This is an optimization exercise on Yosys and OpenROAD, whose aim is small area, not a production implementation. Where RTL was checked, it was by simulation tests only, not by an equivalence proof against the original. For run 4, only the layout was checked, not whether the RTL still works. Power figures rest on the tool's default switching activity, not on a simulated workload. No driver is modelled on the clock port, so clocking that relies on it looks cheaper here than on a real chip.

`config.mk`:
```
export PLATFORM = sky130hd
export DESIGN_NAME = YUV_2xy_scaler
export DESIGN_NICKNAME = YUV_2xy_scaler
export VERILOG_FILES = /design/flow/design.v
export SDC_FILE = /design/flow/constraint.sdc
export NUM_CORES = 4
export LEC_CHECK = 0
export CAP_MARGIN = 20
export CORE_MARGIN = 2
export CORE_UTILIZATION = 50
export SLEW_MARGIN = 20
```
`constraint.sdc`:
```
create_clock -name core_clock -period 8.0 [get_ports {clk_in}]
set_input_delay 1.6000 -clock core_clock [delete_from_list [all_inputs] [get_ports {clk_in}]]
set_output_delay 1.6000 -clock core_clock [all_outputs]
set_load 0.01 [all_outputs]
```
`design.v`:
```
module yuv_line_ram #(
parameter DEPTH = 8
)
(
input  wire                  clk,
input  wire                  sh_e,      
input  wire                  hd_e,      
input  wire                  sh_o,      
input  wire                  hd_o,      
input  wire [23:0]           din,       
output wire [23:0]           head_e,
output wire [23:0]           head_o,
output wire [7:0]            next_ye    
);
localparam W = 24*DEPTH;
reg [W-1:0] ce;
reg [W-1:0] co;
always @(posedge clk)
begin
    ce <= ~((ce | {W{sh_e}}) & ({din, ce[W-1:24]} | {W{hd_e}}));
    co <= ~((co | {W{sh_o}}) & ({din, co[W-1:24]} | {W{hd_o}}));
end
assign head_e  = ce[23:0];
assign head_o  = co[23:0];
assign next_ye = ce[31:24];
endmodule
module YUV_2xy_scaler #(
parameter pix_per_clock     = 1,
parameter data_width        = 8,
parameter scaler_rate       = 2,
parameter out_pix_per_clock = 4,
parameter h_total           = 64,
parameter v_total           = 16
)
(
input wire clk_in                                   ,
input wire reset                                    ,
input wire[23:0] rdata                              ,
input wire rlast                                    ,
output reg rready                                   ,
input wire ruser                                    ,
input wire rvalid                                   ,
output reg[63:0] tdata                              ,
output reg tlast                                    ,
input wire tready                                   ,
output reg tuser                                    ,
output reg tvalid
);
always @ (posedge clk_in)
begin
    rready <= tready;
end
reg         rst_in;
reg         rst_in_dly1;
reg         rst_in_dly2;
always @ (posedge clk_in or posedge reset)
begin
    if (reset)
        rst_in_dly1    <= 1'b1;
    else
        rst_in_dly1    <= 1'b0;
end
always @ (posedge clk_in)
begin
    rst_in_dly2    <= rst_in_dly1;
    rst_in         <= rst_in_dly2 || ruser;
end
reg[5:0]    hc;
always @ (posedge clk_in)
begin
    if (rst_in)
        hc  <= 6'd0;
    else if (rlast)
        hc  <= 6'd1;
    else if (hc == 6'd38)
        hc  <= 6'd0;
    else if (hc != 6'd0)
        hc  <= hc + 1'b1;
end
localparam  RD_IDLE = 2'd0;
localparam  RD_C    = 2'd1;      
localparam  RD_S    = 2'd2;      
reg         rd_last;
reg         rd_last_dly1;
reg         rd_last_dly2;
reg[5:0]    rd_cnt;              
reg[1:0]    rd_state;
reg[1:0]    rd_state_dly;
reg[5:0]    r_addr;
reg         enb;
always @ (posedge clk_in)
begin
    if (rst_in)
        rd_cnt  <= 6'd0;
    else if (rd_cnt > (v_total << 1))
        rd_cnt  <= 6'd0;
    else if (rd_last_dly2)
        rd_cnt  <= rd_cnt + 1'b1;
end
always @ (posedge clk_in)
begin
    if (rst_in)
        rd_state    <= RD_IDLE;
    else
        case (rd_state)
            RD_IDLE:
                if (rd_cnt == (v_total << 1))
                    rd_state    <= RD_S;
                else if (hc == 6'd37 || hc == 6'd38)
                    rd_state    <= RD_C;
            RD_C:
                if (rd_last_dly2)
                    rd_state    <= RD_S;
            RD_S:
                if (rd_last_dly2)
                    rd_state    <= RD_IDLE;
            default:
                rd_state    <= RD_IDLE;
        endcase
end
always @ (posedge clk_in)
begin
    rd_state_dly    <= rd_state;
end
always @ (posedge clk_in)
begin
    if (rst_in)
        r_addr  <= 6'd0;
    else if (rd_state == RD_IDLE || rd_state_dly != rd_state)
        r_addr  <= 6'd0;
    else if (enb)
        r_addr  <= r_addr + 1'b1;
end
always @ (posedge clk_in)
begin
    if (rst_in)
        enb     <= 1'b0;
    else
        enb     <= (r_addr <= (h_total >> 1)) && (rd_state == RD_C || rd_state == RD_S);
end
always @ (posedge clk_in)
begin
    if (rst_in)
        rd_last <= 1'b0;
    else
        rd_last <= (r_addr == (h_total >> 1));
end
always @ (posedge clk_in)
begin
    rd_last_dly1    <= rd_last;
    rd_last_dly2    <= rd_last_dly1;
end
always @ (posedge clk_in)
begin
    if (rst_in)
        tuser   <= 1'b0;
    else
        tuser   <= (rd_cnt == 6'd1) && (r_addr == 6'd3);
end
always @ (posedge clk_in)
begin
    if (rst_in)
        tlast   <= 1'b0;
    else
        tlast   <= (rd_cnt != 6'd0) && rd_last_dly1;
end
reg         rsh;
reg         tvalid_pre;
always @ (posedge clk_in)
begin
    if (rst_in)
        begin
            rsh         <= 1'b0;
            tvalid_pre  <= 1'b0;
        end
    else
        begin
            rsh         <= enb && (r_addr >= 6'd2);
            tvalid_pre  <= enb && (r_addr >= 6'd2) && (rd_cnt != 6'd0);
        end
end
always @ (posedge clk_in)
begin
    tvalid  <= tvalid_pre;
end
reg         pol;
always @ (posedge clk_in)
begin
    pol <= ~pol;
end
reg[5:0]    wx;
always @ (posedge clk_in)
begin
    if (rst_in_dly2)
        wx  <= 6'd0;
    else if (rvalid)
        wx  <= wx + 1'b1;
end
wire[4:0]   rk = r_addr[4:0] - 5'd3;
wire        interp = (rd_state_dly == RD_C);
wire        rsh_nx  = !rst_in && enb && (r_addr >= 6'd2);
wire        ip_nx   = (rd_state == RD_C);
wire[4:0]   rk_nx   = r_addr[4:0] - 5'd2;
function [1:0] sec;
    input [1:0] quarter;
    sec = (quarter == 2'd0) ? 2'd0 : (quarter == 2'd3) ? 2'd2 : 2'd1;
endfunction
reg[2:0]    rd_q, rdn_q;
reg         sh_y, hd_y;
integer j;
always @ (posedge clk_in)
begin
    for (j = 0; j < 3; j = j + 1)
        begin
            rd_q[j]     <=  (rsh_nx && ip_nx && sec(rk_nx[4:3]) == j);
            rdn_q[j]    <= !(rsh_nx && ip_nx && sec(rk_nx[4:3]) == j);
        end
    sh_y    <=  rsh_nx;
    hd_y    <= !rsh_nx;
end
wire[2:0]   wr_e, wr_o, sh_e, hd_e, sh_o, hd_o;
genvar q;
generate
for (q = 0; q < 3; q = q + 1)
    begin : g_en
        assign wr_e[q] = rvalid && (sec(wx[5:4]) == q) && !wx[0];
        assign wr_o[q] = rvalid && (sec(wx[5:4]) == q) &&  wx[0];
        assign sh_e[q] = rd_q[q] || wr_e[q];
        assign hd_e[q] = rdn_q[q] && !wr_e[q];
        assign sh_o[q] = rd_q[q] || wr_o[q];
        assign hd_o[q] = rdn_q[q] && !wr_o[q];
    end
endgenerate
wire[23:0]  din = rdata ^ {24{pol}};
wire[23:0]  qe [2:0];
wire[23:0]  qo [2:0];
wire[7:0]   qn [2:0];
generate
for (q = 0; q < 3; q = q + 1)
    begin : g_q
        yuv_line_ram #(.DEPTH(q == 1 ? 16 : 8)) u_q (
            .clk    (clk_in),
            .sh_e   (sh_e[q]),
            .hd_e   (hd_e[q]),
            .sh_o   (sh_o[q]),
            .hd_o   (hd_o[q]),
            .din    (din),
            .head_e (qe[q]),
            .head_o (qo[q]),
            .next_ye(qn[q])
        );
    end
endgenerate
reg[32*48-1:0] ych;
wire[1:0]   ks = sec(rk[4:3]);
reg[23:0]   ae, ao;
reg[7:0]    an;
always @ (*)
begin
    case ({interp, ks})
        3'b100:  begin ae = qe[0]; ao = qo[0]; end
        3'b101:  begin ae = qe[1]; ao = qo[1]; end
        3'b110:  begin ae = qe[2]; ao = qo[2]; end
        default: begin ae = ych[23:0]; ao = ych[47:24]; end
    endcase
    casez ({interp, rk})
        6'b1_00111: an = qe[1][7:0];
        6'b1_10111: an = qe[2][7:0];
        6'b1_00???: an = qn[0];
        6'b1_11???: an = qn[2];
        6'b1_?????: an = qn[1];
        default:    an = ych[55:48];
    endcase
end
always @ (posedge clk_in)
begin
    ych <= ~((ych | {1536{sh_y}}) & ({ao, ae, ych[32*48-1:48]} | {1536{hd_y}}));
end
function [63:0] pack;
    input [23:0] e;
    input [23:0] o;
    input [7:0]  n;
    input        last;
    reg [7:0] ye_i, yo_i;
    begin
        ye_i = (e[7:0] >> 1) + (o[7:0] >> 1);
        yo_i = last ? ye_i : (o[7:0] >> 1) + (n >> 1);
        pack = {o[23:16], yo_i, o[15:0], e[23:16], ye_i, e[15:0]};
    end
endfunction
wire        klast = (rk == 5'd31);
wire[63:0]  aw = pack(ae ^ {24{pol}}, ao ^ {24{pol}}, an ^ {8{pol}}, klast);
wire[63:0]  yw = pack(ych[23:0] ^ {24{pol}}, ych[47:24] ^ {24{pol}}, ych[55:48] ^ {8{pol}}, klast);
always @ (posedge clk_in)
begin
    if (rst_in)
        tdata   <= 64'd0;
    else
        tdata   <= (aw >> 1) + (yw >> 1) + (!interp && yw[0]);
end
endmodule
```
`flow/run.sh`:
```
#!/bin/bash
# The standard layout (the standard.sh: standard synthesis, floorplan,
# placement, CTS, routing, finish), with two settings changed:
# - clock tree: clkbuf_16 buffers with larger sink clusters and no dummy
#   loads (the tree is still built and balanced by TritonCTS);
# - port buffers: buf_1 cells (every port still gets a buffer).
set -euo pipefail
export CTS_ARGS="-sink_clustering_enable -repair_clock_nets -buf_list sky130_fd_sc_hd__clkbuf_16 -sink_clustering_size 24 -sink_clustering_max_diameter 80 -dont_use_dummy_load"
export BUFFER_PORTS_ARGS="-buffer_cell sky130_fd_sc_hd__buf_1"
bash standard.sh > standard.log 2>&1
```
`standard.sh`:
```
#!/bin/bash
# synth_recipe.tcl (not shown) runs the flow's synth.tcl, then flattens the netlist and writes it again
# the make line also repeats each setting of config.mk as NAME=value (left out here)
make -C /OpenROAD-flow-scripts/flow DESIGN_CONFIG=/design/flow/config.mk WORK_HOME=/design/flow/orfs CLKGATE_MAP_FILE= SYNTH_SCRIPT=/design/flow/synth_recipe.tcl "${@:-finish}"
```
==> results of run 1 <==
area by class of cell:
| cell class | count | area, µm² | area share (%) |
|---|---|---|---|
| timing repair buffer | 176 | 1230 | 1.22 |
| clock buffer | 157 | 3930 | 3.89 |
| antenna | 2 | 5.00 | 0.00496 |
| sequential | 3185 | 63800 | 63.2 |
| multi-input combinational | 4434 | 28700 | 28.4 |
| tap | 2511 | 3140 | 3.11 |
| inverter | 52 | 195 | 0.193 |
cell families after synthesis:
logic type / after synthesis / synth area share [%]
xor+xnor: 241 / 2.21
buf+inv: 845 / 3.35
mux: 16 / 0.181
flops: 3185 / 66.8
simple gates: 528 / 2.55
fa+ha+maj: 111 / 1.44
compound gates: 3537 / 23.4
other cells: 1 / 0.00393
stage by stage:
stage | setup WS, ps | util [%] | cell area (µm²) | hold WS, ps | cells
2_1_floorplan | 1590 | - | 95400 | 310 | 8464
3_3_place_gp | 759 | 51.1 | 97000 | 312 | 10400
3_5_place_dp | 784 | 51.1 | 97100 | 313 | 10400
4_1_cts | 677 | 53.2 | 101000 | 331 | 10500
5_1_grt | 46.0 | 53.2 | 101000 | 333 | 10500
6_report | 629 | 53.2 | 101000 | 332 | 10500
power by group through the flow:
stage	sequential [mW]	clock (mW)	combinational, mW
6_report	17.9	8.17	0.815
5_1_grt	18.0	8.99	0.932
4_1_cts	17.9	8.44	0.819
3_5_place_dp	18.2	0	0.819
3_3_place_gp	18.2	0	0.760
2_1_floorplan	17.9	0	0.669
worst min-delay path by stage:
stage | startpoint | to | slack, ps | cells after the start
2_1_floorplan | rd_last | rd_last_dly1 | 310 | 0
3_3_place_gp | rd_last | rd_last_dly1 | 310 | 0
3_5_place_dp | rd_last | rd_last_dly1 | 310 | 0
4_1_cts | rd_last | rd_last_dly1 | 330 | 0
5_1_grt | rd_last | rd_last_dly1 | 330 | 0
6_report | rd_last | rd_last_dly1 | 330 | 0
synth_stat cells (16+ instances only):
cell type / instances
dfxtp_1: 3184
nor3_1: 26
a21oi_1: 102
nor2b_1: 16
nand2b_1: 21
a22oi_1: 51
xor2_1: 121
a21o_1: 44
buf_1: 52
nand2_1: 143
nand4_1: 32
clkbuf_1: 733
a31oi_1: 72
ha_1: 98
nor2_1: 205
inv_1: 51
xnor2_1: 120
o22ai_1: 3075
o21ai_0: 55
nand3_1: 24
o21bai_1: 26
worst max-delay path, cell delays in order (launching register included):
cell	delay, ps
dfxtp_1	600
ha_1	560
o21bai_1	160
a221o_1	460
nand2_2	300
a22oi_1	160
a31oi_1	310
xnor2_1	170
ha_1	250
ha_1	190
nor2_1	170
o21bai_1	140
a311o_1	400
a21oi_1	180
xnor2_1	160
ha_1	350
a21oi_1	240
nand2_1	120
a21oi_1	240
o21a_1	140
o21a_1	100
o21ai_0	110
a221o_1	380
a41oi_1	500
o21ai_1	260
a41oi_1	300
xor2_1	170
nor2_1	60
layout by cell type (no fill, tap or decap), drive strengths merged, types with 16 or more instances in the layout:
cell	synthesis	routed
nand3	25	25
nor3	26	26
nor2b	16	16
ha	98	98
clkbuf	733	157
o22ai	3075	3075
inv	52	52
o21ai	64	64
nand2b	21	21
o21bai	26	26
a31oi	73	73
a21oi	103	103
nor2	205	205
xnor2	120	120
a21o	45	45
nand2	143	143
buf	60	176
xor2	121	121
dfxtp	3184	3184
nand4	32	32
a22oi	52	52
flip-flops by register name (all words and copies together) (netlist names), 2 cells and up:
name          cells
g_q.u_q.ce      768
g_q.u_q.co      768
hc                6
r_addr            6
rd_cnt            6
rd_q              3
rd_state          2
rd_state_dly      2
rdn_q             3
tdata            64
wx                6
ych            1536
metal layers:
metal	vias up	share of wire [%]	track usage, %
li1	31500	-	-
met1	30500	49	31.9
met2	917	45	33.1
met3	248	3.6	2.95
met4	2	2.5	6.01
met5	-	0.0060	0
==> out/qor.yml, run 1 <==
synth_ff_type: "dfxtp_1"
grt_usage_pct: 21.6
fillers: 16800
place.gp.congestion: 0.885
syn_avg_cell_area_um2: 11.3
yosys_warnings: 3
period_share_pct: 92.1
final_nets: 8136
postCtsHoldBufs: 0
drt_first_pass_iters: 5
p_comb_share_pct: 3.0
p_clk_share_pct: 30.4
yosys.area.top_type_share_pct: 66.8
switchingPower_mw: 5.82
finalMaxSlewViolations: 0
r2r-end: "tdata[47]"
end_kind: "flop"
viasPerCell: 6.00
dieArea_um2: 194000
cp-endpoint: "tdata[47]"
status: "timing/DRC/antenna clean"
period_needed_ps: 7370
synthesis.area_um2: 95400
grt_pass1_wl_um: 337000
rows: 160
rsz0062_at_grt: "no"
clockBufferDepth: 3
htree_levels: 4
drt-initial-drc-count: 4440
worstSetupPathType: "flop to flop"
cts_tree: "built"
max_slew_margin_pct: 20.9
start_util_pct: 50.3
hold_class: "flop to flop"
finalClockSkew_ps: 90.7
irDropWorstVdd_mv: 0.222
wl_per_cell_um: 20.7
die_h_um: 441
cts_sinks: 3185
required_ps: 8610
grt_pass1_vias: 56700
synth.distinct_cells: 87
core-area_um2: 190000
startpoint: "r_addr[1]"
path_clk_slew_ps: 100
synth_largest_area_cell: "dfxtp_1"
vias: 63100
clock.fmax_mhz: 136
drc: 0
drive_gt1_share_pct: 3.80
cp_max_fo: 14
max-cap-violations: 0
setup_viol: 0
async_flop_share_pct: 0.0314
io_pins: 98
port_buffers: 97
tns_ps: 0
cts_inserted_buffers: 157
cts_setup_buffers: 0
totalWireLength_um: 218000
reg2reg_slack_ps: 630
antenna_found_initial: 5
seqPwrFrac_pct: 66.6
intPower_mw: 21.0
tightest_slew_ps: 1180
synthCells: 8464
hold_viol_final: 0
synth_nets: 8594
reg2reg_depth: 27
cts_root_buf: "clkbuf_16"
power_density_nw_per_um2: 266
dp_hpwl_um: 141000
antenna_left: 0
switching_share_pct: 21.7
clk_latency_ps: 840
chipWidth_um: 441
critPathArrivalTime_ps: 7990
ys_ff_latch: 3185
synth_edf_count: 0
ys_top_cells_by_area: "dfxtp_1 67%, o22ai_1 20%, clkbuf_1 2.9%, ha_1 1.3%, xor2_1 1.1%"
r2r-start: "r_addr[1]"
startpoint_type: "flop"
area_growth_pct: 5.85
grt_max_degree: 263
grt_overflow: 0
p_total_mw: 26.9
power_leakage_nw: 38.1
yosysSeqAreaShare_pct: 66.8
cts_resized: 0
==> run 2, diff against run 1 <==
--- a/design.v
+++ b/design.v
@@ -207,6 +207,9 @@
 endfunction
 reg[2:0]    rd_q, rdn_q;
 reg         sh_y, hd_y;
+reg[2:0]    ksel;        
+reg         kb1, kb2;    
+reg         klast;       
 integer j;
 always @ (posedge clk_in)
 begin
@@ -217,6 +220,10 @@
         end
     sh_y    <=  rsh_nx;
     hd_y    <= !rsh_nx;
+    ksel    <= {sec(rk_nx[4:3]) == 2'd2, sec(rk_nx[4:3]) == 2'd1, sec(rk_nx[4:3]) == 2'd0};
+    kb1     <= (rk_nx == 5'd7);
+    kb2     <= (rk_nx == 5'd23);
+    klast   <= (rk_nx == 5'd31);
 end
 wire[2:0]   wr_e, wr_o, sh_e, hd_e, sh_o, hd_o;
 genvar q;
@@ -252,26 +259,10 @@
     end
 endgenerate
 reg[32*48-1:0] ych;
-wire[1:0]   ks = sec(rk[4:3]);
-reg[23:0]   ae, ao;
-reg[7:0]    an;
-always @ (*)
-begin
-    case ({interp, ks})
-        3'b100:  begin ae = qe[0]; ao = qo[0]; end
-        3'b101:  begin ae = qe[1]; ao = qo[1]; end
-        3'b110:  begin ae = qe[2]; ao = qo[2]; end
-        default: begin ae = ych[23:0]; ao = ych[47:24]; end
-    endcase
-    casez ({interp, rk})
-        6'b1_00111: an = qe[1][7:0];
-        6'b1_10111: an = qe[2][7:0];
-        6'b1_00???: an = qn[0];
-        6'b1_11???: an = qn[2];
-        6'b1_?????: an = qn[1];
-        default:    an = ych[55:48];
-    endcase
-end
+wire[23:0]  ae = !interp ? ych[23:0]  : ksel[0] ? qe[0] : ksel[1] ? qe[1] : qe[2];
+wire[23:0]  ao = !interp ? ych[47:24] : ksel[0] ? qo[0] : ksel[1] ? qo[1] : qo[2];
+wire[7:0]   an = !interp ? ych[55:48] : kb1 ? qe[1][7:0] : kb2 ? qe[2][7:0] :
+                 ksel[0] ? qn[0] : ksel[1] ? qn[1] : qn[2];
 always @ (posedge clk_in)
 begin
     ych <= ~((ych | {1536{sh_y}}) & ({ao, ae, ych[32*48-1:48]} | {1536{hd_y}}));
@@ -288,7 +279,6 @@
         pack = {o[23:16], yo_i, o[15:0], e[23:16], ye_i, e[15:0]};
     end
 endfunction
-wire        klast = (rk == 5'd31);
 wire[63:0]  aw = pack(ae ^ {24{pol}}, ao ^ {24{pol}}, an ^ {8{pol}}, klast);
 wire[63:0]  yw = pack(ych[23:0] ^ {24{pol}}, ych[47:24] ^ {24{pol}}, ych[55:48] ^ {8{pol}}, klast);
 always @ (posedge clk_in)
==> run 2 against run 1 <==
Compared with the run above:
- still clean on timing, DRC and antenna
- clock-buffer cell count rose by 1
- synthesized cell count is 0.80% lower
- non-clock buffer count is 15 lower
- via count decreased by 2.4%
- utilization rose by 0.27 points
- design area fell by 0.34%
- setup slack improved by 910 ps
- clock power is essentially flat
- first-iteration DRC count down 5.2%
- critical endpoint is now tdata[55]
- largest power group unchanged
==> out/qor.yml, run 2 <==
cp_max_fo: 30  # +16
viasPerCell: 5.89  # -1.8%
grt_overflow: 0  # unchanged
syn_avg_cell_area_um2: 11.3  # +0.38%
hold_viol_final: 0  # unchanged
synthCells: 8396  # -0.80%
cp_cell_sequence: "mux2i_1, nor2_1, a21oi_1, o21ai_0, xnor2_1, ha_1, a21o_1, a21oi_1, o21bai_1, a21oi_1, o21bai_1, a21oi_1, inv_1, ha_1, a21oi_1, o21ai_0, a221o_1, or2_2, o211ai_1, nand3_1, a21boi_1, mux2_2"
postCtsHoldBufs: 0  # unchanged
power_leakage_nw: 38.3  # +0.54%
start_util_pct: 50.5  # +0.21 points
regMostFlops: "ych"
max-cap-violations: 0  # unchanged
dp_hpwl_um: 129000  # -8.0%
cts_tree: "built"
end_kind: "flop"
mostFrequentLayoutCells: "3183 x dfxtp_1, 3073 x o22ai_1, 210 x nor2_1"
totalWireLength_um: 206000  # -5.5%
yosysSeqAreaShare_pct: 67.2  # +0.39 points
grt_usage_pct: 20.5  # -1.1 points
ys_ff_latch: 3190  # +0.16%
grt_pass1_wl_um: 321000  # -4.6%
setup_viol: 0  # unchanged
worstHoldPathCells: 0  # unchanged
synth_largest_area_cell: "dfxtp_1"
rows: 159  # -0.63%
antenna_found_initial: 5  # unchanged
cp_slowest_cell: "dfxtp_4"
synth_edf_count: 0  # unchanged
drt-initial-drc-count: 4207  # -5.2%
tns_ps: 0  # unchanged
clk_latency_ps: 820  # -20 ps
period_share_pct: 80.7  # -11 points
critPathArrivalTime_ps: 7090  # -900 ps
placed_cell_area_um2: 96600  # -0.43%
startpoint_type: "flop"
antenna_left: 0  # unchanged
hold_class: "flop to flop"
chipWidth_um: 440  # -0.21%
worst_slack_ps: 1540  # +911 ps
cp_slowest_stage_delay_ps: 740  # +140 ps
drt_first_pass_iters: 7  # +2
dieArea_um2: 194000  # -0.42%
async_flop_share_pct: 0.0313  # -0.000049 points
core-area_um2: 188000  # -0.83%
area_growth_pct: 5.95  # about the same
drc: 0  # unchanged
period_needed_ps: 6460  # -911 ps
final_common_cell: "dfxtp_1"
grt_max_degree: 273  # +3.8%
cts_root_buf: "clkbuf_16"
reg.largest.list: "ych (1536), g_q.u_q.ce (768), g_q.u_q.co (768)"
cts_inserted_buffers: 158  # +0.64%
cts_resized: 0  # unchanged
vias: 61600  # -2.4%
holdWs_ps: 341  # +9.20 ps
io_pins: 98  # unchanged
irDropWorstVdd_mv: 0.230  # +3.5%
clock.fmax_mhz: 155  # +14%
reg2reg_depth: 22  # -19%
final_nets: 8106  # -0.37%
path_clk_slew_ps: 100  # about the same
worst_path_most_repeated_cell: "a21oi_1"
ys_top_cells_by_area: "dfxtp_1 67%, o22ai_1 20%, clkbuf_1 2.7%, ha_1 1.5%, xor2_1 1.1%"
htree_levels: 4  # unchanged
grt_pass1_vias: 56200  # -0.74%
yosys.area.top_type_share_pct: 67.2  # +0.39 points
yosys_warnings: 3  # unchanged
required_ps: 8630  # +20 ps
cts_sinks: 3190  # +0.16%
synth_ff_type: "dfxtp_1"
postLayoutCoreUtil_pct: 53.5  # +0.27 points
die_h_um: 440  # -0.21%
final_area_um2: 101000  # -0.34%
rsz0062_at_grt: "no"
status: "timing/DRC/antenna clean"
synthesis.area_um2: 95000  # -0.42%
wl_per_cell_um: 19.7  # -4.9%
synth.distinct_cells: 72  # -17%
synth_nets: 8543  # -0.59%
dp_slack_ps: 1690  # +901 ps
power_density_nw_per_um2: 267  # +0.36%
finalMaxSlewViolations: 0  # unchanged
port_buffers: 97  # unchanged
max_slew_margin_pct: 5.22  # -16 points
synthTopCellsByCount: "3189 x dfxtp_1, 3073 x o22ai_1, 694 x clkbuf_1, 210 x nor2_1, 176 x a21oi_1"
worstSetupPathType: "flop to flop"
tightest_slew_ps: 1420  # +240 ps
cts_setup_buffers: 0  # unchanged
place.gp.congestion: 0.859  # -2.9%
yosysMostFrequentCell: "dfxtp_1"
drive_gt1_share_pct: 3.71  # -0.091 points
largest_reg_flops: 1536  # unchanged
clockBufferDepth: 3  # unchanged
finalClockSkew_ps: 81.3  # -9.40 ps
## run 2: per-layer routing
| layer | GRT usage [%] | routed length, µm |
|---|---|---|
| met5 | 0 | 0 |
| met4 | 5.25 | 4620 |
| met3 | 2.36 | 5260 |
| met2 | 33.1 | 95600 |
| met1 | 29.2 | 101000 |
## run 2: area by class of cell
type	count	area, µm²
Fill cell	16600	87500
Sequential cell	3190	63900
Multi-Input combinational cell	4394	28400
Clock buffer	158	3950
Tap cell	2495	3120
Timing Repair Buffer	161	1100
Inverter	54	203
Antenna cell	1	2.50
## run 2: where the power goes
group          internal, mW  total, mW  switching (mW)
combinational         0.430      0.828           0.397
clock                  3.52       8.16            4.64
sequential             17.1       17.9           0.745
## run 2: final timing paths
path / slack [ps] / to / start
max in group asynchronous: 7240 / rst_in_dly1 / reset
worst min register to register: 340 / rd_last_dly1 / rd_last
worst max register to register: 1540 / tdata[55] / ksel[1]
worst max-delay path: 1540 / tdata[55] / ksel[1]
worst min-delay path: 340 / rd_last_dly1 / rd_last
min in group asynchronous: 740 / rst_in_dly1 / reset
## run 2: per-stage QoR
stage	std cells	power, mW
6_report	10500	26.9
5_1_grt	10500	28.0
4_1_cts	10500	27.2
3_5_place_dp	10300	19.1
3_3_place_gp	10300	19.0
2_1_floorplan	8396	18.6
## run 2: cell families (layout without fill, tap and decap cells)
kind of cell	Yosys count	count (layout)	synth area share, %
and+or+nand+nor	489	489	2.26
AOI/OAI and AO/OA	3493	3493	22.9
DFF	3190	3190	67.2
muxes	66	66	0.703
xor gates and xnor gates	228	228	2.10
buffers and inverters	812	373	3.22
other	1	2	0.00395
adders and majority gates	117	117	1.59
## run 2: critical path: cells and delay by family, from the launching register on
| family | cells | cell delay, ps |
|---|---|---|
| AO/OA/AOI/OAI | 13 | 2890 |
| adder cells (fa/ha/maj) | 2 | 750 |
| flip-flops | 1 | 740 |
| multiplexers | 2 | 640 |
| XOR/XNOR | 1 | 560 |
| AND/OR/NAND/NOR | 3 | 550 |
| buffers and inverters | 1 | 120 |
==> run 3, diff against run 2 <==
==> flow/run.sh (replaced) <==
#!/bin/bash
# The standard layout (the standard.sh: standard synthesis, floorplan,
# placement, CTS, routing, finish), with two settings changed:
# - clock tree: clkbuf_16 buffers with larger sink clusters and no dummy
#   loads (the tree is still built and balanced by TritonCTS);
# - port buffers: buf_1 cells (every port still gets a buffer).
set -euo pipefail
export CTS_ARGS="-sink_clustering_enable -repair_clock_nets -buf_list sky130_fd_sc_hd__clkbuf_16 -sink_clustering_size 30 -sink_clustering_max_diameter 80 -dont_use_dummy_load"
export BUFFER_PORTS_ARGS="-buffer_cell sky130_fd_sc_hd__buf_1"
bash standard.sh > standard.log 2>&1
==> run 3 against run 2 <==
Compared with the run above:
- critical path depth stayed put
- clock skew up 17 ps
- synthesized cell count unchanged
- highest routed layer is now met5
- flip-flop and latch count is the same
==> out/qor.yml, run 3 <==
status: "timing/DRC/antenna clean"
worstSetupPathType: "flop to flop"
register_area_um2: 63900  # unchanged
vias: 61400  # -0.32%
yosysSeqAreaShare_pct: 67.2  # unchanged
grt_overflow: 0  # unchanged
drive_gt1_share_pct: 3.42  # -0.29 points
setup_viol: 0  # unchanged
yosysMostFrequentCell: "dfxtp_1"
cp_max_fo: 30  # unchanged
end_kind: "flop"
grt_pass1_vias: 55800  # -0.79%
grt_usage_pct: 20.4  # -0.056 points
required_ps: 8630  # about the same
period_needed_ps: 6490  # +28.8 ps
postLayoutCoreUtil_pct: 53.2  # -0.32 points
drc: 0  # unchanged
tightest_slew_ps: 1230  # -195 ps
io_pins: 98  # unchanged
ys_ff_latch: 3190  # unchanged
final_common_cell: "dfxtp_1"
path_clk_slew_ps: 90  # about the same
yosys.area.top_type_share_pct: 67.2  # unchanged
clock.fmax_mhz: 154  # -0.44%
viasPerCell: 5.89  # -0.10%
cts_sinks: 3190  # unchanged
chipWidth_um: 440  # unchanged
max_slew_margin_pct: 18.2  # +13 points
core-area_um2: 188000  # unchanged
clk_latency_ps: 830  # about the same
grt_max_degree: 273  # unchanged
die_h_um: 440  # unchanged
postCtsHoldBufs: 0  # unchanged
dp_slack_ps: 1690  # unchanged
dieArea_um2: 194000  # unchanged
mostFrequentLayoutCells: "3183 x dfxtp_1, 3073 x o22ai_1, 210 x nor2_1"
synthesis.area_um2: 95000  # unchanged
largest_reg_flops: 1536  # unchanged
cts_tree: "built"
async_flop_share_pct: 0.0313  # unchanged
multi_input_area_um2: 28400  # unchanged
hold_class: "flop to flop"
synth_nets: 8543  # unchanged
dp_hpwl_um: 129000  # unchanged
power_density_nw_per_um2: 262  # -1.7%
critPathArrivalTime_ps: 7120  # +30 ps
rows: 159  # unchanged
syn_avg_cell_area_um2: 11.3  # unchanged
period_share_pct: 81.1  # +0.36 points
switching_share_pct: 21.6  # +0.12 points
regMostFlops: "ych"
port_buffers: 97  # unchanged
power_leakage_nw: 38.0  # -0.77%
antenna_left: 0  # unchanged
antenna_found_initial: 8  # +3
synth.distinct_cells: 72  # unchanged
cts_setup_buffers: 0  # unchanged
wl_per_cell_um: 19.7  # -0.11%
area_growth_pct: 5.32
fillers: 16700  # +0.42%
reg2reg_depth: 22  # unchanged
place.gp.congestion: 0.859  # unchanged
worstHoldPathCells: 0  # unchanged
totalWireLength_um: 205000  # -0.33%
start_util_pct: 50.5  # unchanged
grt_pass1_wl_um: 320000  # -0.38%
rsz0062_at_grt: "no"
p_comb_share_pct: 3.2  # about the same
yosys_warnings: 3  # unchanged
cts_inserted_buffers: 133  # -16%
irDropWorstVdd_mv: 0.205  # -11%
worst_slack_ps: 1510  # -28.8 ps
tns_ps: 0  # unchanged
final_cells: 10400  # -0.22%
final_nets: 8082  # -0.30%
cts_root_buf: "clkbuf_16"
max-cap-violations: 0  # unchanged
synthTopCellsByCount: "3189 x dfxtp_1, 3073 x o22ai_1, 694 x clkbuf_1, 210 x nor2_1, 176 x a21oi_1"
drt_first_pass_iters: 5  # -2
reg.largest.list: "ych (1536), g_q.u_q.ce (768), g_q.u_q.co (768)"
htree_levels: 4  # unchanged
synth_ff_type: "dfxtp_1"
drt-initial-drc-count: 4379  # +4.1%
ys_top_cells_by_area: "dfxtp_1 67%, o22ai_1 20%, clkbuf_1 2.7%, ha_1 1.5%, xor2_1 1.1%"
synth_edf_count: 0  # unchanged
switchingPower_mw: 5.68  # -1.8%
finalMaxSlewViolations: 0  # unchanged
intPower_mw: 20.6  # -2.5%
finalClockSkew_ps: 98.6  # +17.4 ps
synthCells: 8396  # unchanged
startpoint_type: "flop"
synth_largest_area_cell: "dfxtp_1"
hold_viol_final: 0  # unchanged
dp.cells: 10300  # unchanged
p_clk_share_pct: 28.7  # -1.7 points
clockBufferDepth: 3  # unchanged
cts_resized: 0  # unchanged
seqPwrFrac_pct: 68.1  # +1.6 points
==> run 3: cell counts after synthesis <==
No cell type changed its count.
==> run 3: cell type report <==
class	count	share of cell area, %
flip-flops and latches	3190	63.9
multi-input cells	4394	28.4
clock buffers	133	3.33
well taps	2495	3.12
repair buffers	162	1.13
inverters	54	0.203
diodes	2	0.00500
==> run 3: power by group through the flow <==
stage          logic [mW]  clock network, mW  registers (mW)
2_1_floorplan       0.667                  0            18.0
3_3_place_gp        0.774                  0            18.2
3_5_place_dp        0.832                  0            18.2
4_1_cts             0.832               7.84            17.9
5_1_grt             0.950               8.37            18.0
6_report            0.827               7.54            17.9
==> run 3: cell families (layout without fill, tap and decap cells) <==
group	Yosys count	in the layout	share of synthesized area, %
flip-flops	3190	3190	67.2
other	1	3	0.00395
AND/OR/NAND/NOR	489	489	2.26
buffers and inverters	812	349	3.22
AO/OA/AOI/OAI	3493	3493	22.9
adder cells (fa/ha/maj)	117	117	1.59
XOR/XNOR	228	228	2.10
multiplexers	66	66	0.703
==> run 3: path summary, 6_finish.rpt <==
kind | slack, ps | from | to
max in group asynchronous | 7260 | reset | rst_in_dly1
min in group asynchronous | 720 | reset | rst_in_dly1
max | 1510 | ksel[1] | tdata[55]
min reg2reg | 340 | rd_last | rd_last_dly1
max reg2reg | 1510 | ksel[1] | tdata[55]
min | 340 | rd_last | rd_last_dly1
==> run 3: metal layers <==
metal	routed length [µm]	vias up	part of all wire [%]	track usage [%]
li1	-	31100	-	-
met1	101000	29400	49	29.2
met2	95100	635	46	33.0
met3	5080	218	2.5	2.28
met4	4670	2	2.3	5.39
met5	13	-	0.0063	0
==> run 3: critical path, stage by stage, from the launching register on <==
cell and delay [ps]:
dfxtp_4 730, mux2i_1 260, nor2_1 50, a21oi_1 170, o21ai_0 140, xnor2_1 580
ha_1 360, a21o_1 170, a21oi_1 250, o21bai_1 120, a21oi_1 260, o21bai_1 100
a21oi_1 320, inv_1 120, ha_1 410, a21oi_1 240, o21ai_0 170, a221o_1 360
or2_2 320, o211ai_1 330, nand3_1 180, a21boi_1 270, mux2_2 370
==> run 3: per-stage QoR <==
stage	cell area, µm²	hold slack, ps	power, mW
final	100000	342	26.2
after global routing	100000	361	27.3
after CTS	100000	341	26.6
after detailed placement	96600	324	19.1
after global placement	96600	313	19.0
after floorplan	95000	310	18.6
==> run 4, diff against run 3 <==
--- a/design.v
+++ b/design.v
@@ -272,20 +272,22 @@
     input [23:0] o;
     input [7:0]  n;
     input        last;
+    input        p;
     reg [7:0] ye_i, yo_i;
     begin
-        ye_i = (e[7:0] >> 1) + (o[7:0] >> 1);
-        yo_i = last ? ye_i : (o[7:0] >> 1) + (n >> 1);
+        ye_i = (e[7:0] >> 1) + (o[7:0] >> 1) + p;
+        yo_i = last ? ye_i : (o[7:0] >> 1) + (n >> 1) + p;
         pack = {o[23:16], yo_i, o[15:0], e[23:16], ye_i, e[15:0]};
     end
 endfunction
-wire[63:0]  aw = pack(ae ^ {24{pol}}, ao ^ {24{pol}}, an ^ {8{pol}}, klast);
-wire[63:0]  yw = pack(ych[23:0] ^ {24{pol}}, ych[47:24] ^ {24{pol}}, ych[55:48] ^ {8{pol}}, klast);
+wire[63:0]  aw = pack(ae, ao, an, klast, pol);
+wire[63:0]  yw = pack(ych[23:0], ych[47:24], ych[55:48], klast, pol);
+wire        cin = interp ? pol : yw[0];
 always @ (posedge clk_in)
 begin
     if (rst_in)
         tdata   <= 64'd0;
     else
-        tdata   <= (aw >> 1) + (yw >> 1) + (!interp && yw[0]);
+        tdata   <= ((aw >> 1) + (yw >> 1) + cin) ^ {64{pol}};
 end
 endmodule
==> flow/run.sh (replaced) <==
#!/bin/bash
# The standard layout (the standard.sh: standard synthesis, floorplan,
# placement, CTS, routing, finish), with two settings changed:
# - clock tree: clkbuf_16 buffers with larger sink clusters and no dummy
#   loads (the tree is still built and balanced by TritonCTS);
# - port buffers: buf_1 cells (every port still gets a buffer).
set -euo pipefail
export CTS_ARGS="-sink_clustering_enable -repair_clock_nets -buf_list sky130_fd_sc_hd__clkbuf_16 -sink_clustering_size 34 -sink_clustering_max_diameter 80 -dont_use_dummy_load"
export BUFFER_PORTS_ARGS="-buffer_cell sky130_fd_sc_hd__buf_1"
bash standard.sh > standard.log 2>&1
==> run 4 against run 3 <==
Compared with the run above:
- critical endpoint is now tdata[59]
- synthesized cell count fell by 0.23%
- still clean
- power fell by 1.2%
- highest routed layer is now met4
- synthesized area fell by 0.24%
- combinational power rose by 2%
- wire length fell by 0.31%
- utilization fell by 0.25 points
- cell count fell by 0.35%
- register-to-register slack improved by 410 ps
==> out/qor.yml, run 4 <==
hold_viol_final: 0  # unchanged
synthCells: 8377  # -0.23%
antenna_left: 0  # unchanged
io_pins: 98  # unchanged
mostFrequentLayoutCells: "3183 x dfxtp_1, 3072 x o22ai_1, 196 x nor2_1"
wl_met3_um: 5350  # +5.4%
rows: 159  # unchanged
dp_hpwl_um: 128000  # -1.1%
r2r-start: "ksel[0]"
final_nets: 8043  # -0.48%
reg2reg_depth: 16  # -27%
viasPerCell: 5.92  # +0.57%
synth_largest_area_cell: "dfxtp_1"
hold_class: "flop to flop"
largest_reg_flops: 1536  # unchanged
max_slew_margin_pct: 21.2  # +3.0 points
cp_cell_sequence: "buf_4, a21oi_1, o21ai_0, ha_1, a21oi_1, inv_1, ha_1, nand4_1, nor2_4, nand2_1, and4b_1, a2111oi_4, o2111ai_4, a2111oi_4, nor3b_1, mux2_4"
yosys_warnings: 3  # unchanged
grt_max_degree: 265  # -2.9%
reg2reg_slack_ps: 1920  # +410 ps
async_flop_share_pct: 0.0313  # unchanged
finalClockSkew_ps: 113  # +14.7 ps
status: "timing/DRC/antenna clean"
synth.distinct_cells: 69  # -4.2%
worstHoldPathCells: 0  # unchanged
synthTopCellsByCount: "3189 x dfxtp_1, 3072 x o22ai_1, 698 x clkbuf_1, 196 x nor2_1, 181 x a21oi_1"
synth_nets: 8524  # -0.22%
cp.buffers_inverters: 2  # +1
cts_resized: 0  # unchanged
start_util_pct: 50.4  # -0.068 points
clk_latency_ps: 820  # about the same
startpoint_type: "flop"
worst_slack_ps: 1920  # +409 ps
holdWs_ps: 331  # -11.5 ps
cp_slowest_cell: "o21ai_0"
vias: 61500  # +0.22%
grt_pass1_vias: 56000  # +0.37%
period_needed_ps: 6080  # -409 ps
cp_top_family: "compound AO/OA/AOI/OAI gates"
finalMaxSlewViolations: 0  # unchanged
cts_inserted_buffers: 121  # -9.0%
path_clk_slew_ps: 100  # about the same
dp_slack_ps: 1910  # +224 ps
totalWireLength_um: 205000  # -0.31%
r2r-end: "tdata[59]"
antenna_found_initial: 8  # unchanged
syn_avg_cell_area_um2: 11.3  # about the same
min-delay-start: "rd_last"
end_kind: "flop"
tightest_slew_ps: 1180  # -44.3 ps
port_buffers: 97  # unchanged
synth_edf_count: 0  # unchanged
power_density_nw_per_um2: 261  # -0.66%
yosysSeqAreaShare_pct: 67.4  # +0.16 points
clock.fmax_mhz: 164  # +6.7%
place.gp.congestion: 0.842  # -2.0%
rsz0062_at_grt: "no"
max-cap-violations: 0  # unchanged
drive_gt1_share_pct: 3.17  # -0.25 points
cp_max_fo: 58  # +93%
reg.largest.list: "ych (1536), g_q.u_q.ce (768), g_q.u_q.co (768)"
power_leakage_nw: 37.2  # -2.3%
chipWidth_um: 439  # -0.12%
yosys.area.top_type_share_pct: 67.4  # +0.16 points
worstSetupPathType: "flop to flop"
synthesis.area_um2: 94800  # -0.24%
cts_root_buf: "clkbuf_16"
yosysMostFrequentCell: "dfxtp_1"
ys_top_cells_by_area: "dfxtp_1 67%, o22ai_1 20%, clkbuf_1 2.8%, ha_1 1.4%, xnor2_1 1.0%"
final_common_cell: "dfxtp_1"
core-area_um2: 188000  # -0.11%
synth_ff_type: "dfxtp_1"
grt_pass1_wl_um: 320000  # +0.15%
area_growth_pct: 4.97
hold-path-endpoint: "rd_last_dly1"
cts_sinks: 3190  # unchanged
irDropWorstVdd_mv: 0.187  # -8.5%
setup_viol: 0  # unchanged
top_layer_used: "met4"
htree_levels: 3  # -1
die_h_um: 439  # -0.12%
dieArea_um2: 193000  # -0.24%
fillers: 16500  # -0.89%
grt_overflow: 0  # unchanged
critPathArrivalTime_ps: 6730  # -390 ps
wl_per_cell_um: 19.7  # about the same
startpoint: "ksel[0]"
cts_setup_buffers: 0  # unchanged
grt_usage_pct: 20.4  # -0.058 points
clockBufferDepth: 3  # unchanged
ys_ff_latch: 3190  # unchanged
required_ps: 8650  # +20 ps
drc: 0  # unchanged
drt_first_pass_iters: 5  # unchanged
period_share_pct: 76.0  # -5.1 points
postCtsHoldBufs: 0  # unchanged
regMostFlops: "ych"
tns_ps: 0  # unchanged
cp_slowest_stage_delay_ps: 930  # +200 ps
cts_tree: "built"
m1WireLength_um: 100000  # -0.12%
wl_met2_um: 93000  # -2.2%
drt-initial-drc-count: 4754  # +8.6%
run 4: changes by cell type after synthesis, moves of 6 or more:
| cell | delta |
|---|---|
| xor2_1 | -51 |
| or3_1 | +14 |
| nor2_1 | -14 |
| nand2b_1 | +6 |
| o21ai_0 | +14 |
| inv_1 | +12 |
run 4: per-layer routing:
| layer | vias to the layer above | GRT usage [%] |
|---|---|---|
| met5 | - | 0 |
| met4 | 0 | 6.08 |
| met3 | 240 | 2.20 |
| met2 | 748 | 32.0 |
| met1 | 29600 | 29.6 |
| li1 | 31000 | - |
run 4: layout make-up:
| class | instances | area, µm² | share of cell area [%] |
|---|---|---|---|
| Tap cell | 2495 | 3120 | 3.14 |
| Multi-Input combinational cell | 4353 | 28100 | 28.2 |
| Timing Repair Buffer | 165 | 1110 | 1.12 |
| Antenna cell | 5 | 12.5 | 0.0126 |
| Clock buffer | 121 | 3030 | 3.04 |
| Sequential cell | 3190 | 63900 | 64.2 |
| Inverter | 65 | 244 | 0.245 |
run 4: how the worst max path moves through the flow:
stage | endpoint | slack, ps | cells past startpoint
3_5_place_dp | tdata[59] | 1910 | 20
3_3_place_gp | tdata[59] | 1940 | 21
4_1_cts | tdata[59] | 1900 | 20
2_1_floorplan | tdata[59] | 2380 | 26
5_1_grt | tdata[59] | 1420 | 20
6_report | tdata[59] | 1920 | 16
run 4: cells by family after synthesis:
logic type	count (synthesis)	share of synthesized area, %
adder cells (fa/ha/maj)	117	1.62
XOR/XNOR	178	1.64
multiplexers	65	0.696
other	1	0.00396
AO/OA/AOI/OAI	3507	23.0
buffers and inverters	834	3.32
flip-flops	3190	67.4
AND/OR/NAND/NOR	485	2.31
run 4: report_power, final:
group	internal [mW]	switching [mW]	total, mW
clock network	2.71	4.48	7.19
logic	0.433	0.411	0.844
registers	17.1	0.744	17.9
total	20.3	5.63	25.9
run 4: through the flow:
| step | utilization (%) | power, mW | cell area [µm²] | cells |
|---|---|---|---|---|
| after floorplan | - | 18.6 | 94800 | 8377 |
| after global placement | 51.3 | 19.0 | 96400 | 10300 |
| after detailed placement | 51.3 | 19.1 | 96400 | 10300 |
| after CTS | 52.9 | 26.2 | 99500 | 10400 |
| after global routing | 52.9 | 27.0 | 99500 | 10400 |
| final | 52.9 | 25.9 | 99500 | 10400 |
==> run 5, diff against run 4 <==
--- a/design.v
+++ b/design.v
@@ -186,7 +186,10 @@
 reg         pol;
 always @ (posedge clk_in)
 begin
-    pol <= ~pol;
+    if (rst_in_dly2)
+        pol <= 1'b0;
+    else
+        pol <= ~pol;
 end
 reg[5:0]    wx;
 always @ (posedge clk_in)
==> run 5 against run 4 <==
Compared with the run above:
- non-clock buffer count increased by 2
- clock-buffer cell count unchanged
- register-to-register slack worse by 310 ps
- hold slack better by 4.7 ps
- critical path depth increased by 6
- sequential share of layout area up 0.099 points
- highest routed layer unchanged
- global-route usage is essentially flat
- first-iteration DRC count decreased by 6.4%
- wire length fell by 0.58%
- via count is 0.74% lower
==> out/qor.yml, run 5 <==
status: "timing/DRC/antenna clean"
postCtsHoldBufs: 0  # unchanged
finalMaxSlewViolations: 0  # unchanged
path_clk_slew_ps: 80  # -20 ps
grt_pass1_vias: 55900  # -0.18%
die_h_um: 439  # about the same
htree_levels: 3  # unchanged
rows: 159  # unchanged
synthCells: 8328  # -0.58%
p_total_mw: 26.1  # +0.75%
vias: 61100  # -0.74%
synthesis.area_um2: 94600  # -0.20%
grt_pass1_wl_um: 319000  # -0.34%
critPathArrivalTime_ps: 7010  # +280 ps
synth_edf_count: 0  # unchanged
power_leakage_nw: 37.3  # +0.50%
startpoint: "ksel[1]"
drt_first_pass_iters: 8  # +3
cp_max_fo: 34  # -41%
final_nets: 7996  # -0.58%
hold_viol_final: 0  # unchanged
cts_tree: "built"
top_layer_used: "met4"
cts_sinks: 3190  # unchanged
postLayoutCoreUtil_pct: 52.9  # about the same
cts_setup_buffers: 0  # unchanged
seqPwrFrac_pct: 68.6  # -0.4 points
antenna_left: 0  # unchanged
min-delay-start: "rd_last"
worst_path_most_repeated_cell: "a21oi_1"
yosysMostFrequentCell: "dfxtp_1"
cts_resized: 0  # unchanged
period_needed_ps: 6390  # +315 ps
m1WireLength_um: 99600  # -0.85%
yosys.area.top_type_share_pct: 67.5  # +0.13 points
largest_reg_flops: 1536  # unchanged
core-area_um2: 188000  # -0.11%
reg2reg_slack_ps: 1610  # -310 ps
end_kind: "flop"
drt-initial-drc-count: 4452  # -6.4%
worstHoldPathCells: 0  # unchanged
yosys_warnings: 3  # unchanged
max-cap-violations: 0  # unchanged
wl_met3_um: 4930  # -7.9%
reg.largest.list: "ych (1536), g_q.u_q.ce (768), g_q.u_q.co (768)"
drive_gt1_share_pct: 3.21  # +0.044 points
clk_latency_ps: 820  # about the same
mostFrequentLayoutCells: "3183 x dfxtp_1, 3072 x o22ai_1, 183 x nor2_1"
startpoint_type: "flop"
reg2reg_depth: 22  # +6
power_density_nw_per_um2: 263  # +0.90%
irDropWorstVdd_mv: 0.231  # +23%
hold_class: "flop to flop"
max_slew_margin_pct: 18.7  # -2.4 points
antenna_found_initial: 4  # -4
switchingPower_mw: 5.76  # +2.3%
syn_avg_cell_area_um2: 11.4  # +0.39%
dieArea_um2: 193000  # -0.20%
synth_nets: 8475  # -0.57%
regMostFlops: "ych"
synthTopCellsByCount: "3189 x dfxtp_1, 3072 x o22ai_1, 715 x clkbuf_1, 183 x nor2_1, 166 x a21oi_1"
place.gp.congestion: 0.851  # +1.1%
setup_viol: 0  # unchanged
cts_inserted_buffers: 121  # unchanged
ys_top_cells_by_area: "dfxtp_1 67%, o22ai_1 20%, clkbuf_1 2.8%, ha_1 1.4%, xnor2_1 0.98%"
p_comb_share_pct: 3.9  # +0.6 points
ys_ff_latch: 3190  # unchanged
io_pins: 98  # unchanged
finalClockSkew_ps: 87.1  # -26.3 ps
cp_slowest_stage_delay_ps: 820  # -110 ps
period_share_pct: 79.9  # +3.9 points
p_clk_share_pct: 27.5  # -0.2 points
clock.fmax_mhz: 156  # -4.9%
area_growth_pct: 5.02  # about the same
viasPerCell: 5.91  # -0.25%
clockBufferDepth: 3  # unchanged
cp_cell_sequence: "mux2i_1, nor2_1, a21oi_1, o21ai_0, ha_1, a21oi_1, o21bai_1, a21oi_1, o21bai_1, a21oi_1, inv_1, ha_1, and2_1, nand4_1, nor2_1, o211ai_2, a2111oi_4, o21ai_2, and2_4, o31a_1, o21ai_1, mux2_1"
worstSetupPathType: "flop to flop"
port_buffers: 97  # unchanged
intPower_mw: 20.4  # +0.32%
synth_ff_type: "dfxtp_1"
required_ps: 8620  # -30 ps
wl_per_cell_um: 19.7  # about the same
grt_max_degree: 293  # +11%
async_flop_share_pct: 0.0313  # unchanged
drc: 0  # unchanged
wl_met2_um: 93600  # +0.61%
grt_overflow: 0  # unchanged
final_common_cell: "dfxtp_1"
chipWidth_um: 439  # about the same
cts_root_buf: "clkbuf_16"
totalWireLength_um: 204000  # -0.58%
yosysSeqAreaShare_pct: 67.5  # +0.13 points
synth.distinct_cells: 66  # -4.3%
grt_usage_pct: 20.3  # -0.049 points
rsz0062_at_grt: "no"
switching_share_pct: 22.1  # +0.33 points
tns_ps: 0  # unchanged
synth_largest_area_cell: "dfxtp_1"
dp_hpwl_um: 127000  # -0.90%
tightest_slew_ps: 1220  # +35.3 ps
fillers: 16500  # +0.079%
r2r-start: "ksel[1]"
holdWs_ps: 335  # +4.73 ps
cp_slowest_cell: "dfxtp_4"
start_util_pct: 50.4  # about the same
## run 5: cell types whose count changed after synthesis, sizes merged, moves of 9 or more
cell,before,now
a21oi,182,167
nand4,28,19
nand2b,17,5
o21ai,126,109
buf,69,54
clkbuf,700,715
nand2,142,127
a21o,39,51
nand3,16,32
nor2,197,183
## run 5: final timing paths
check                               end
max in group asynchronous   rst_in_dly1
max reg2reg                   tdata[63]
min reg2reg                rd_last_dly1
max                           tdata[63]
min                        rd_last_dly1
min in group asynchronous   rst_in_dly1
## run 5: power by group through the flow
stage                     clock network (mW)  registers, mW  logic (mW)
after floorplan                            0           18.0       0.745
after global placement                     0           18.2       0.960
after detailed placement                   0           18.3        1.02
after CTS                               7.46           17.9        1.02
after global routing                    7.99           18.1        1.14
final                                   7.19           17.9        1.01
## run 5: routing by layer
layer | global-route usage [%] | vias up
li1 | - | 30800
met1 | 29.1 | 29400
met2 | 32.8 | 649
met3 | 2.18 | 222
met4 | 5.29 | 0
met5 | 0 | -
## run 5: logic make-up after synthesis
logic type / synth area share, %
AOI/OAI and AO/OA: 23.1
xor gates and xnor gates: 1.67
adders and majority gates: 1.63
buffers and inverters: 3.33
DFF: 67.5
muxes: 0.692
other: 0.00396
and+or+nand+nor: 2.03
## run 5: metrics by stage
step           setup slack [ps]  std cells  instance area (µm²)
2_1_floorplan              2520       8328                94600
3_3_place_gp               1780      10200                96200
3_5_place_dp               1730      10200                96200
4_1_cts                    1670      10300                99300
5_1_grt                    1160      10300                99300
6_report                   1610      10300                99300
## run 5: area by class of cell
type                            count  area [µm²]  share of cell area [%]
Multi-Input combinational cell   4299       27900                    28.1
Tap cell                         2495        3120                    3.14
Timing Repair Buffer              167        1160                    1.17
Inverter                           70         263                   0.265
Clock buffer                      121        3030                    3.05
Sequential cell                  3190       63900                    64.3
Antenna cell                        1        2.50                 0.00252
## run 5: worst max-delay path: cells and delay by family, from the launching register on
kind                       cells  cell delay, ps
AOI/OAI and AO/OA             12            2960
adders and majority gates      2             840
and+or+nand+nor                5            1000
DFF                            1             820
muxes                          2             500
buffers and inverters          1             110
==> run 6, diff against run 5 <==
--- a/config.mk
+++ b/config.mk
@@ -7,5 +7,5 @@
 export LEC_CHECK = 0
 export CAP_MARGIN = 20
 export CORE_MARGIN = 2
-export CORE_UTILIZATION = 50
+export CORE_UTILIZATION = 60
 export SLEW_MARGIN = 20
==> run 6 against run 5 <==
Compared with the run above:
- critical path depth rose by 1
- sequential share of layout area rose by 0.43 points
- fmax rose by 1.4%
- utilization rose by 10 points
- setup slack improved by 91 ps
- still clean
- clock skew rose by 30 ps
- first-iteration DRC count rose by 1.4%
==> out/qor.yml, run 6 <==
setup_viol: 0  # unchanged
drt_first_pass_iters: 8  # unchanged
yosysMostFrequentCell: "dfxtp_1"
status: "timing/DRC/antenna clean"
worst_slack_ps: 1700  # +91.0 ps
period_share_pct: 78.8  # -1.1 points
htree_levels: 3  # unchanged
cts_resized: 0  # unchanged
r2r-end: "tdata[63]"
chipWidth_um: 401  # -8.6%
mostFrequentLayoutCells: "3183 x dfxtp_1, 3072 x o22ai_1, 183 x nor2_1"
regMostFlops: "ych"
final_common_cell: "dfxtp_1"
grt_overflow: 0  # unchanged
final_nets: 7985  # -0.14%
cts_inserted_buffers: 121  # unchanged
drt-initial-drc-count: 4515  # +1.4%
reg2reg_depth: 23  # +4.5%
cp_top_family: "compound AO/OA/AOI/OAI gates"
startpoint_type: "flop"
use_met2_pct: 36.8  # +4.1 points
max_slew_margin_pct: 21.1  # +2.4 points
hold_viol_final: 0  # unchanged
yosys.area.top_type_share_pct: 67.5  # unchanged
fillers: 12600  # -24%
grt_max_degree: 257  # -12%
largest_reg_flops: 1536  # unchanged
die_h_um: 401  # -8.6%
vias: 61200  # +0.22%
yosys_warnings: 3  # unchanged
tns_ps: 0  # unchanged
cp_cell_sequence: "buf_4, a21oi_1, o21ai_0, fa_1, inv_1, fa_1, inv_1, a21oi_1, o21bai_1, a21o_1, a21oi_1, xnor2_1, ha_1, a21oi_1, o21ai_0, a221oi_1, o21a_1, a2111oi_4, o21ai_2, and2_4, o31a_1, o21ai_1, mux2_1"
critPathArrivalTime_ps: 6890  # -120 ps
grt-busiest-layer: "met2"
hold_class: "flop to flop"
cp_slowest_stage_delay_ps: 650  # -170 ps
dieArea_um2: 161000  # -17%
start_util_pct: 60.5  # +10 points
finalMaxSlewViolations: 0  # unchanged
area_growth_pct: 4.32
grt_pass1_wl_um: 311000  # -2.6%
drive_gt1_share_pct: 3.01  # -0.20 points
core-area_um2: 156000  # -17%
io_pins: 98  # unchanged
cp_slowest_cell: "dfxtp_4"
viasPerCell: 6.19  # +4.7%
end_kind: "flop"
postCtsHoldBufs: 0  # unchanged
grt_usage_pct: 23.5  # +3.2 points
r2r-start: "ksel[0]"
antenna_found_initial: 4  # unchanged
synthesis.area_um2: 94600  # unchanged
antenna_left: 0  # unchanged
min-delay-start: "tvalid_pre"
synth.distinct_cells: 66  # unchanged
port_buffers: 97  # unchanged
totalWireLength_um: 199000  # -2.3%
worstHoldPathCells: 0  # unchanged
grt_pass1_vias: 54900  # -1.9%
startpoint: "ksel[0]"
tightest_slew_ps: 1180  # -35.4 ps
yosysSeqAreaShare_pct: 67.5  # unchanged
reg.largest.list: "ych (1536), g_q.u_q.ce (768), g_q.u_q.co (768)"
drc: 0  # unchanged
clk_latency_ps: 790  # -30 ps
clockBufferDepth: 3  # unchanged
cts_root_buf: "clkbuf_16"
holdWs_ps: 335  # -0.229 ps
use_met3_pct: 2.09  # -0.097 points
cts_tree: "built"
rsz0062_at_grt: "no"
period_needed_ps: 6300  # -91.0 ps
dp_hpwl_um: 124000  # -2.3%
place.gp.congestion: 0.895  # +5.1%
required_ps: 8590  # -30 ps
ys_top_cells_by_area: "dfxtp_1 67%, o22ai_1 20%, clkbuf_1 2.8%, ha_1 1.4%, xnor2_1 0.98%"
path_clk_slew_ps: 90  # about the same
reg2reg_slack_ps: 1700  # +90 ps
power_density_nw_per_um2: 264  # +0.40%
worst_path_most_repeated_cell: "a21oi_1"
syn_avg_cell_area_um2: 11.4  # unchanged
synth_nets: 8475  # unchanged
hold-path-endpoint: "tvalid"
cp.buffers_inverters: 3  # +2
synthTopCellsByCount: "3189 x dfxtp_1, 3072 x o22ai_1, 715 x clkbuf_1, 183 x nor2_1, 166 x a21oi_1"
ys_ff_latch: 3190  # unchanged
global_route.usage.met1_pct: 34.7  # +5.6 points
cts_sinks: 3190  # unchanged
worstSetupPathType: "flop to flop"
async_flop_share_pct: 0.0313  # unchanged
synth_largest_area_cell: "dfxtp_1"
dp_slack_ps: 1700  # -35.3 ps
synth_edf_count: 0  # unchanged
finalClockSkew_ps: 117  # +30.0 ps
wl_per_cell_um: 20.1  # +2.1%
cp_max_fo: 71  # +110%
cts_setup_buffers: 0  # unchanged
clock.fmax_mhz: 159  # +1.4%
synth_ff_type: "dfxtp_1"
rows: 145  # -8.8%
irDropWorstVdd_mv: 0.285  # +24%
synthCells: 8328  # unchanged
max-cap-violations: 0  # unchanged
power_leakage_nw: 37.3  # -0.20%
==> run 6: layer usage <==
metal | vias up | wire length, µm
li1 | 30800 | -
met3 | 227 | 5320
met1 | 29300 | 97500
met5 | - | 0
met2 | 839 | 89800
met4 | 0 | 6320
==> run 6: final cells by class <==
cell class,instances,area [µm²],share of cell area (%)
repair buffers,156,1080,1.10
flip-flops and latches,3190,63900,64.7
diodes,2,5.00,0.00507
multi-input cells,4299,27800,28.2
clock buffers,121,3030,3.07
well taps,2058,2570,2.61
inverters,70,263,0.266
==> run 6: worst max path at each step <==
stage | end | slack (ps) | cells after the start
final | tdata[63] | 1700 | 23
after global routing | tdata[63] | 1340 | 23
after global placement | tdata[63] | 1830 | 23
after floorplan | tdata[63] | 2520 | 26
after detailed placement | tdata[63] | 1700 | 23
after CTS | tdata[63] | 1640 | 23
==> run 6: stage by stage <==
stage	power, mW	util, %	instances	instance area [µm²]
after global placement	19.2	61.1	9772	95600
final	26.0	63.1	9896	98700
after CTS	26.2	63.1	9893	98600
after detailed placement	19.3	61.1	9772	95600
after global routing	27.0	63.1	9894	98700
after floorplan	18.8	-	8328	94600
==> run 6: logic make-up after synthesis <==
group | count (synthesis) | synth area share, %
adder cells (fa/ha/maj) | 117 | 1.63
other | 1 | 0.00396
buffers and inverters | 839 | 3.33
AO/OA/AOI/OAI | 3500 | 23.1
AND/OR/NAND/NOR | 436 | 2.03
XOR/XNOR | 180 | 1.67
flip-flops | 3190 | 67.5
multiplexers | 65 | 0.692
==> run 6: power by group <==
part           switching (mW)  internal [mW]
logic                   0.513          0.479
clock network            4.42           2.71
registers               0.762           17.2
total                    5.69           20.4
==> run 7, diff against run 6 <==
--- a/config.mk
+++ b/config.mk
@@ -5,7 +5,7 @@
 export SDC_FILE = /design/flow/constraint.sdc
 export NUM_CORES = 4
 export LEC_CHECK = 0
-export CAP_MARGIN = 20
+export CAP_MARGIN = 5
 export CORE_MARGIN = 2
-export CORE_UTILIZATION = 60
-export SLEW_MARGIN = 20
+export CORE_UTILIZATION = 50
+export SLEW_MARGIN = 5
==> run 7 against run 6 <==
Compared with the run above:
- hold slack worse by 1.9 ps
- design area is 0.53% higher
- register-to-register slack better by 20 ps
- clock skew is 23 ps lower
- global-route usage is 3.2 points lower
- power is 0.20% higher
- utilization is 10 points lower
- fmax is 0.32% higher
- critical path depth is 1 lower
- largest cell class unchanged
- highest routed layer unchanged
==> out/qor.yml, run 7 <==
status: "timing/DRC/antenna clean"
grt_pass1_wl_um: 319000  # +2.6%
cts_sinks: 3190  # unchanged
m1WireLength_um: 101000  # +3.3%
required_ps: 8610  # +20 ps
tns_ps: 0  # unchanged
finalMaxSlewViolations: 0  # unchanged
synth.distinct_cells: 66  # unchanged
yosysMostFrequentCell: "dfxtp_1"
final_nets: 7991  # +0.075%
drc: 0  # unchanged
synthTopCellsByCount: "3189 x dfxtp_1, 3072 x o22ai_1, 715 x clkbuf_1, 183 x nor2_1, 166 x a21oi_1"
synth_edf_count: 0  # unchanged
worst_slack_ps: 1720  # +20.3 ps
dp_slack_ps: 1750  # +46.4 ps
clock.fmax_mhz: 159  # +0.32%
cts_setup_buffers: 0  # unchanged
worstSetupPathType: "flop to flop"
synthesis.area_um2: 94600  # unchanged
regMostFlops: "ych"
cts_resized: 0  # unchanged
syn_avg_cell_area_um2: 11.4  # unchanged
cts_root_buf: "clkbuf_16"
grt_usage_pct: 20.3  # -3.2 points
synth_ff_type: "dfxtp_1"
max_slew_margin_pct: 5.53  # -16 points
drive_gt1_share_pct: 3.15  # +0.14 points
rows: 159  # +9.7%
cp_cell_sequence: "mux2i_1, nor2_1, a21oi_1, o21ai_0, ha_1, a21oi_1, o21bai_1, a21oi_1, o21bai_1, a21oi_1, inv_1, ha_1, and2_1, nand4_1, nor2_1, o211ai_2, a2111oi_4, o21ai_2, and2_4, o31a_1, o21ai_1, mux2_1"
ys_top_cells_by_area: "dfxtp_1 67%, o22ai_1 20%, clkbuf_1 2.8%, ha_1 1.4%, xnor2_1 0.98%"
tightest_slew_ps: 1420  # +235 ps
clockBufferDepth: 3  # unchanged
synthCells: 8328  # unchanged
chipWidth_um: 439  # +9.4%
io_pins: 98  # unchanged
yosysSeqAreaShare_pct: 67.5  # unchanged
clk_latency_ps: 820  # +30 ps
hold_class: "flop to flop"
fillers: 16500  # +31%
finalClockSkew_ps: 94.2  # -22.8 ps
cts_inserted_buffers: 120  # -0.83%
port_buffers: 97  # unchanged
antenna_left: 0  # unchanged
start_util_pct: 50.4  # -10 points
mostFrequentLayoutCells: "3183 x dfxtp_1, 3072 x o22ai_1, 183 x nor2_1"
cp_max_fo: 34  # -52%
drt_first_pass_iters: 5  # -3
wl_met3_um: 4380  # -18%
synth_nets: 8475  # unchanged
area_growth_pct: 4.88
dieArea_um2: 193000  # +20%
setup_viol: 0  # unchanged
cts_tree: "built"
reg2reg_slack_ps: 1720  # +20 ps
end_kind: "flop"
dp.cells: 10200  # +4.6%
postLayoutCoreUtil_pct: 52.8  # -10 points
drt-initial-drc-count: 4466  # -1.1%
cp_slowest_stage_delay_ps: 810  # +160 ps
hold_viol_final: 0  # unchanged
final_common_cell: "dfxtp_1"
vias: 60900  # -0.46%
totalWireLength_um: 204000  # +2.5%
postCtsHoldBufs: 0  # unchanged
reg.largest.list: "ych (1536), g_q.u_q.ce (768), g_q.u_q.co (768)"
final_cells: 10300  # +4.5%
power_leakage_nw: 37.3  # about the same
period_share_pct: 78.5  # -0.25 points
path_clk_slew_ps: 80  # about the same
cp_top_family: "compound AO/OA/AOI/OAI gates"
wl_per_cell_um: 19.7  # -1.9%
yosys_warnings: 3  # unchanged
synth_largest_area_cell: "dfxtp_1"
antenna_found_initial: 4  # unchanged
async_flop_share_pct: 0.0313  # unchanged
grt_overflow: 0  # unchanged
htree_levels: 3  # unchanged
cp.buffers_inverters: 1  # -2
yosys.area.top_type_share_pct: 67.5  # unchanged
ys_ff_latch: 3190  # unchanged
irDropWorstVdd_mv: 0.217  # -24%
grt_pass1_vias: 55700  # +1.5%
largest_reg_flops: 1536  # unchanged
rsz0062_at_grt: "no"
place.gp.congestion: 0.851  # -4.8%
wl_met2_um: 92900  # +3.4%
top_layer_used: "met4"
startpoint_type: "flop"
period_needed_ps: 6280  # -20.3 ps
grt_max_degree: 293  # +14%
cp_slowest_cell: "dfxtp_4"
viasPerCell: 5.89  # -4.7%
worst_path_most_repeated_cell: "a21oi_1"
critPathArrivalTime_ps: 6890  # about the same
core-area_um2: 188000  # +20%
max-cap-violations: 0  # unchanged
die_h_um: 439  # +9.4%
dp_hpwl_um: 127000  # +2.3%
power_density_nw_per_um2: 263  # -0.33%
## run 7: power by group
group	internal, mW	total [mW]	switching, mW
clock network	2.69	7.18	4.49
logic	0.479	1.01	0.528
registers	17.2	17.9	0.750
## run 7: path summary, 6_finish.rpt
kind                               from      endpoint  cells after the start
worst min-delay path            rd_last  rd_last_dly1                      0
worst max register to register  ksel[1]     tdata[63]                     22
worst min register to register  rd_last  rd_last_dly1                      0
max in group asynchronous         reset   rst_in_dly1                      2
worst max-delay path            ksel[1]     tdata[63]                     22
min in group asynchronous         reset   rst_in_dly1                      2
## run 7: cell type report
class                      instances  area (µm²)  share of cell area, %
tap                             2495        3120                   3.15
sequential                      3190       63900                   64.4
multi-input combinational       4299       27900                   28.1
timing repair buffer             163        1060                   1.07
antenna                            2        5.00                0.00504
clock buffer                     120        3000                   3.03
inverter                          70         263                  0.265
## run 7: routing by layer
layer,global-route usage (%),vias to the layer above
met4,5.75,0
met5,0,-
met3,2.13,220
met2,32.4,599
met1,29.4,29300
li1,-,30800
## run 7: cell families after synthesis
family          count (synthesis)  share of synthesized area, %
compound gates               3500                          23.1
flops                        3190                          67.5
buf+inv                       839                          3.33
simple gates                  436                          2.03
xor+xnor                      180                          1.67
fa+ha+maj                     117                          1.63
mux                            65                         0.692
other cells                     1                       0.00396
## run 7: through the flow
step	cell area (µm²)	power, mW	hold WS, ps
after CTS	99200	26.4	336
final	99200	26.1	333
after global placement	96200	19.2	313
after detailed placement	96200	19.3	315
after global routing	99200	27.2	342
after floorplan	94600	18.8	310

## separate check: timing with driven ports
The flow's constraints put no driver on any port. The routed layouts listed below were extracted and timed again, unchanged, in two steps.
Step 1 sets driving cells, clkbuf_16 on the clock port and buf_2 on the other inputs (assumed; they add their load-dependent delay and slew).
Step 2 adds t to the input delays and takes it off the output delays; t is the mean of the earliest and latest rising clock arrival at the registers after step 1. Input paths then give back, and output paths get back, about the clock's delay inside the block.
a / b / c = ideal / step 1 / step 2; a / b = the first two.
run | t (ns) | setup slack, ns | worst setup path at the end | worst data-port slew with drivers (ns)
run 1 | 0.882 | 0.629 / 0.630 / 0.630 | register to register | 0.08
run 2 | 0.857 | 1.540 / 1.540 / 1.540 | register to register | 0.15
run 3 | 0.869 | 1.512 / 1.512 / 1.512 | register to register | 0.17
run 4 | 0.846 | 1.920 / 1.920 / 1.920 | register to register | 0.18
run 5 | 0.857 | 1.605 / 1.605 / 1.605 | register to register | 0.22
run 6 | 0.827 | 1.696 / 1.696 / 1.696 | register to register | 0.18
run 7 | 0.854 | 1.717 / 1.717 / 1.717 | register to register | 0.26
After both steps setup and hold are still met in every run listed.
